From an optimization exercise on the open Yosys and OpenROAD flow, aimed at small area and a short achievable clock period; shortcuts taken in it are not production practice. Function was checked by simulation only, so behaviour that the tests miss may differ from the original.

Design multiply_accumulate, start of the top module:
module multiply_accumulate(
  clk,
  aresetn,
  reset,
  data,
  multi,
  result,
  overflow
);
make LEC_CHECK=0 CAP_MARGIN=20 CORE_MARGIN=2 CORE_UTILIZATION=65 CTS_BUF_LIST='sky130_fd_sc_hd__clkbuf_8 sky130_fd_sc_hd__clkbuf_16' CTS_CLUSTER_DIAMETER=50 CTS_CLUSTER_SIZE=20 SETUP_SLACK_MARGIN=2.0 SLEW_MARGIN=20 finish   # period 4.5 ns
run.sh (not shown) runs the stock make flow with config.mk's settings and CLKGATE_MAP_FILE= SYNTH_SCRIPT=/design/flow/synth_recipe.tcl, a recipe that flattens the netlist after the stock synthesis.
The first run produced a clean layout.
Edit:
==> flow/flow/run.sh (new file) <==
#!/bin/bash
export BUFFER_PORTS_ARGS="-buffer_cell sky130_fd_sc_hd__buf_1"
bash standard.sh > standard.log 2>&1
==> flow/standard.sh (new file) <==
#!/bin/bash
# synth_recipe.tcl (not shown) runs the flow's synth.tcl, then flattens the netlist and writes it again
# the make line also repeats each setting of config.mk as NAME=value (left out here)
make -C /OpenROAD-flow-scripts/flow DESIGN_CONFIG=/design/flow/config.mk WORK_HOME=/design/flow/orfs CLKGATE_MAP_FILE= SYNTH_SCRIPT=/design/flow/synth_recipe.tcl "${@:-finish}"
Settings changed: CTS_BUF_LIST sky130_fd_sc_hd__clkbuf_8 sky130_fd_sc_hd__clkbuf_16 to sky130_fd_sc_hd__clkbuf_8, CTS_CLUSTER_DIAMETER 50 to 60, CTS_CLUSTER_SIZE 20 to 15, PLACE_DENSITY from default to 0.75, SETUP_SLACK_MARGIN 2.0 to 2.2, TNS_END_PERCENT from default to 0.
removed: flow/run.sh
Outcome: Sequential share of layout area rises by 4.7 points; wire length drops by 15%; design area goes down by 8.9%; count of clock-buffer cells in the layout rises by 4; final cell count drops by 3.4%; core utilization goes down by 7.1 points.
Edit:
==> flow/flow/run.sh (replaced) <==
#!/bin/bash
# The standard layout (standard.sh), with these changes to how it is made:
# - synthesis runs flow/synth.tcl: the standard flow's synthesis script, with ABC mapping
#   the logic for delay (flow/abc_delay.script);
# - Yosys does not map full/half adders to the library's fa/ha cells
#   (ADDER_MAP_FILE empty), so ABC maps that logic too;
# - port buffers are sky130_fd_sc_hd__buf_1, the smallest buffer.
export MY_FLOW_DIR=$PWD/flow
bash standard.sh "SYNTH_SCRIPT=$PWD/flow/synth.tcl" "ADDER_MAP_FILE=" \
  "BUFFER_PORTS_ARGS=-buffer_cell sky130_fd_sc_hd__buf_1" finish > standard.log 2>&1
==> flow/flow/abc_delay.script (new file) <==
strash
&get -n
&st
&dch -f
&nf -D 1500
&put
buffer -c
topo
upsize -c -D 1500
dnsize -c -D 1500
==> flow/flow/synth.tcl (new file) <==
# The standard flow's synthesis script (synth_recipe.tcl, which runs ORFS's synth.tcl) with
# one change: ABC maps the combinational logic with flow/abc_delay.script, a
# delay-driven script, instead of ORFS's abc_speed.script.  Registers are
# mapped before ABC runs and are not changed by it.
proc abc {args} {
  set i [lsearch -exact $args -script]
  if {$i >= 0} {
    set args [lreplace $args [expr {$i + 1}] [expr {$i + 1}] $::env(MY_FLOW_DIR)/abc_delay.script]
  }
  puts "flow/synth.tcl: abc $args"
  yosys abc {*}$args
}
source $::env(MY_FLOW_DIR)/../synth_recipe.tcl
Settings changed: PLACE_DENSITY 0.75 to default, TNS_END_PERCENT 0 to 5.
Wire length came out higher by 23%. Global-route usage climbs by 2.8 points. Sequential share of layout area drops by 3.0 points.
Edit:
==> flow/run.sh (new file) <==
#!/bin/bash
# synth_recipe.tcl (not shown) runs the flow's synth.tcl, then flattens the netlist and writes it again
# the make line also repeats each setting of config.mk as NAME=value (left out here)
make -C /OpenROAD-flow-scripts/flow DESIGN_CONFIG=/design/flow/config.mk WORK_HOME=/design/flow/orfs CLKGATE_MAP_FILE= SYNTH_SCRIPT=/design/flow/synth_recipe.tcl finish
Settings changed: SETUP_SLACK_MARGIN 2.2 to 2.0, TNS_END_PERCENT 5 to 1.
removed: flow/flow/run.sh
removed: flow/flow/abc_delay.script
removed: flow/flow/synth.tcl
removed: flow/standard.sh
Clock-buffer cell count rose by 1.
Setup slack is worse by 0.17 ns.
Wire length came out lower by about 17%.
Critical path depth decreases by 2.
Design area is lower by 3.8%.

========
== tundra ==
Starting RTL as in the previous note.
==> flow/design.v (excerpt) <==
module multiply_accumulate(
  clk,
  aresetn,
  reset,
  data,
  multi,
  result,
  overflow
);
export LEC_CHECK = 0
export CAP_MARGIN = 20
export CORE_MARGIN = 2
export CORE_UTILIZATION = 65
export CTS_BUF_LIST = sky130_fd_sc_hd__clkbuf_8
export CTS_CLUSTER_DIAMETER = 40
export CTS_CLUSTER_SIZE = 20
export SETUP_SLACK_MARGIN = 2.2
export SLEW_MARGIN = 20
export TNS_END_PERCENT = 0
create_clock -name core_clock -period 4.5 [get_ports {clk}]
standard.sh (not shown) runs the stock make flow with config.mk's settings and CLKGATE_MAP_FILE= SYNTH_SCRIPT=/design/flow/synth_recipe.tcl, a recipe that flattens the netlist after the stock synthesis.
==> flow/flow/run.sh <==
#!/bin/bash
export BUFFER_PORTS_ARGS="-buffer_cell sky130_fd_sc_hd__buf_1"
bash standard.sh > standard.log 2>&1
tundra went all the way through synthesis, placement and routing and the layout is clean on timing, DRC and antenna.
What pepper does differently from tundra at the input level:
Settings: changing SETUP_SLACK_MARGIN from 2.2 to 2.3; changing CTS_CLUSTER_SIZE from 20 to 15; changing CTS_CLUSTER_DIAMETER from 40 to 60; removing TNS_END_PERCENT (formerly 0).
==> flow/run.sh (new file) <==
#!/bin/bash
# synth_recipe.tcl (not shown) runs the flow's synth.tcl, then flattens the netlist and writes it again
# the make line also repeats each setting of config.mk as NAME=value (left out here)
make -C /OpenROAD-flow-scripts/flow DESIGN_CONFIG=/design/flow/config.mk WORK_HOME=/design/flow/orfs CLKGATE_MAP_FILE= SYNTH_SCRIPT=/design/flow/synth_recipe.tcl finish
removed: flow/flow/run.sh
removed: flow/standard.sh
[summary]
Against tundra, net count of the finished layout in pepper rose by a few percent. Changes observed in pepper relative to tundra: area of all placed cells without fillers went up by 8.8%; count of cells resized by post-cts repair went up by about 360%; cell area reported after detailed placement went up by 660 um^2; setup slack went down by 0.079 ns. pepper vs. tundra: slack of the worst reg-to-reg path went down by 0.08 ns. Diff tundra -> pepper | met2 capacity usage during global routing | increase of 3.0 points. pepper vs tundra: total routed wirelength up by more than 10%. pepper reports a lower buffering stage count on the worst path with inverters included than tundra does. pepper completed every stage of the flow, and the final layout passed the timing, design-rule and antenna checks. tundra completed end to end with timing, DRC and antenna clean.
## Diff of input files: quartz against pepper
Settings: a change of CTS_BUF_LIST from sky130_fd_sc_hd__clkbuf_8 to sky130_fd_sc_hd__clkbuf_4 sky130_fd_sc_hd__clkbuf_8; a change of CORE_UTILIZATION from 65 to 60; a change of SETUP_SLACK_MARGIN from 2.3 to 1.7; a deleted CTS_CLUSTER_SIZE that had been 15; a deleted CTS_CLUSTER_DIAMETER that had been 60.
Findings:
The lower wire length of the first global-routing pass came out of quartz. Slowest cell on the critical path = sky130_fd_sc_hd__fa_1: pepper; slowest cell on the critical path = sky130_fd_sc_hd__a2111oi_4: quartz. Required time at the endpoint of the critical path delta for quartz relative to pepper: 0.02 ns higher. As far as number of remaining DRC errors goes, quartz and pepper are indistinguishable; the numbers are identical. Total global routing overflow came out exactly the same in pepper and quartz. The setup slack after placement reported for quartz is smaller than that of pepper by 0.15 ns. Changes observed in quartz relative to pepper: depth of the worst register-to-register path -1. Compared with pepper, quartz shows a lower non-filler instance count after layout. The highest layer used for signal routing comes out met5 in one run and met4 in the other, namely in quartz and pepper respectively. Relative to pepper, logic depth of the worst setup path including buffers decreased by 1 in quartz.
Changes in onyx relative to quartz:
Settings: CORE_UTILIZATION changed from 60 to 40; CTS_BUF_LIST removed (was sky130_fd_sc_hd__clkbuf_4 sky130_fd_sc_hd__clkbuf_8); SETUP_SLACK_MARGIN changed from 1.7 to 2.0.
--- outcome ---
onyx vs quartz on later-pin clock latency in the skew report: onyx is the lower one. Between onyx and quartz, it is onyx whose wire length is higher, by about 8%. Status: number of hold-repair buffers added at the cts stage parity (onyx, quartz). Taking quartz as the reference, in onyx placement row count picked up an extra 15, post-route fraction of the period consumed by the critical path -3.7 points, wire length per cell went down by about 3.2%, area growth from synthesis to layout up 8.9 points.
Setup changes, onyx to nickel
Settings: CTS_CLUSTER_SIZE newly set to 15; CTS_BUF_LIST newly set to sky130_fd_sc_hd__clkbuf_8; TNS_END_PERCENT newly set to 0; CTS_CLUSTER_DIAMETER newly set to 60; SETUP_SLACK_MARGIN changed from 2.0 to 2.2; CORE_UTILIZATION changed from 40 to 65.
==> flow/flow/run.sh (new file) <==
#!/bin/bash
# The standard layout (standard.sh), with these changes to how it is made:
# - synthesis runs flow/synth.tcl: the standard flow's synthesis script, with ABC mapping
#   the logic for delay (flow/abc_delay.script);
# - Yosys does not map full/half adders to the library's fa/ha cells
#   (ADDER_MAP_FILE empty), so ABC maps that logic too;
# - port buffers are sky130_fd_sc_hd__buf_1, the smallest buffer.
export MY_FLOW_DIR=$PWD/flow
bash standard.sh "SYNTH_SCRIPT=$PWD/flow/synth.tcl" "ADDER_MAP_FILE=" \
  "BUFFER_PORTS_ARGS=-buffer_cell sky130_fd_sc_hd__buf_1" finish > standard.log 2>&1
==> flow/flow/abc_delay.script (new file) <==
&get -n
&st
&dch
&nf -D 1500
&put
buffer -c
topo
stime -c
upsize -c -D 1500
dnsize -c -D 1500
==> flow/flow/synth.tcl (new file) <==
# The standard flow's synthesis script (synth_recipe.tcl, which runs ORFS's synth.tcl) with
# one change: ABC maps the combinational logic with flow/abc_delay.script, a
# delay-driven script, instead of ORFS's abc_speed.script.  Registers are
# mapped before ABC runs and are not changed by it.
proc abc {args} {
  set i [lsearch -exact $args -script]
  if {$i >= 0} {
    set args [lreplace $args [expr {$i + 1}] [expr {$i + 1}] $::env(MY_FLOW_DIR)/abc_delay.script]
  }
  puts "flow/synth.tcl: abc $args"
  yosys abc {*}$args
}
source $::env(MY_FLOW_DIR)/../synth_recipe.tcl
==> flow/standard.sh (new file) <==
#!/bin/bash
# synth_recipe.tcl (not shown) runs the flow's synth.tcl, then flattens the netlist and writes it again
# the make line also repeats each setting of config.mk as NAME=value (left out here)
make -C /OpenROAD-flow-scripts/flow DESIGN_CONFIG=/design/flow/config.mk WORK_HOME=/design/flow/orfs CLKGATE_MAP_FILE= SYNTH_SCRIPT=/design/flow/synth_recipe.tcl "${@:-finish}"
removed: flow/run.sh
==> comparison <==
On sequential element share of the synthesized area: nickel sits below onyx. [nickel vs onyx] register clock-pin slew on the reported worst setup and hold paths: higher in nickel. Relative to onyx, parity-gate share of the synthesized area counting xor and xnor cells has increased by 10 points in nickel. When nickel is measured against onyx, its utilization after layout turns out 21 points higher. The lower global-route wire length before repair came out of onyx. Final-layout clock buffer total is higher on onyx. Between onyx and nickel, clock-cell share of area decreased. In the flow results for onyx and nickel, the horizontal die dimension is larger on onyx.

[afterwards: timing with drivers on the ports]
The results above use ideal ports. As a check the final layouts listed here were re-extracted and re-timed, cells and wires unchanged. Step 1: set_driving_cell puts a clkbuf_16 on clk and a buf_2 on each other input, an assumption about the parent block. Step 2 moves the port delays by t, midway between the first and last clock arrival at a register: inputs arrive t later, outputs are due t later. That takes back most of the time a late clock gives input paths. Slacks: no drivers / after step 1 / after step 2; pairs: no drivers / after step 1.
run | shift t [ns] | slack for setup (ns) | worst slew at a driven data input, ns
the first run of note 1 | 0.639 | 1.849 / 1.849 / 1.669 | 0.04
the second run of note 1 | 0.667 | 1.852 / 1.852 / 1.852 | 0.03
the third run of note 1 | 0.680 | 2.048 / 2.048 / 2.048 | 0.04
the fourth run of note 1 | 0.661 | 1.877 / 1.877 / 1.678 | 0.04
tundra | 0.704 | 1.835 / 1.835 / 1.835 | 0.03
pepper | 0.663 | 1.756 / 1.756 / 1.756 | 0.04
quartz | 0.688 | 1.739 / 1.739 / 1.611 | 0.03
onyx | 0.656 | 1.907 / 1.907 / 1.752 | 0.04
nickel | 0.695 | 1.913 / 1.913 / 1.913 | 0.03
After both steps every run listed still meets setup and hold. For the fourth run of note 1, which loses most, drivers alone change the setup slack by 0.000 ns; drivers and shift together by -0.199 ns.
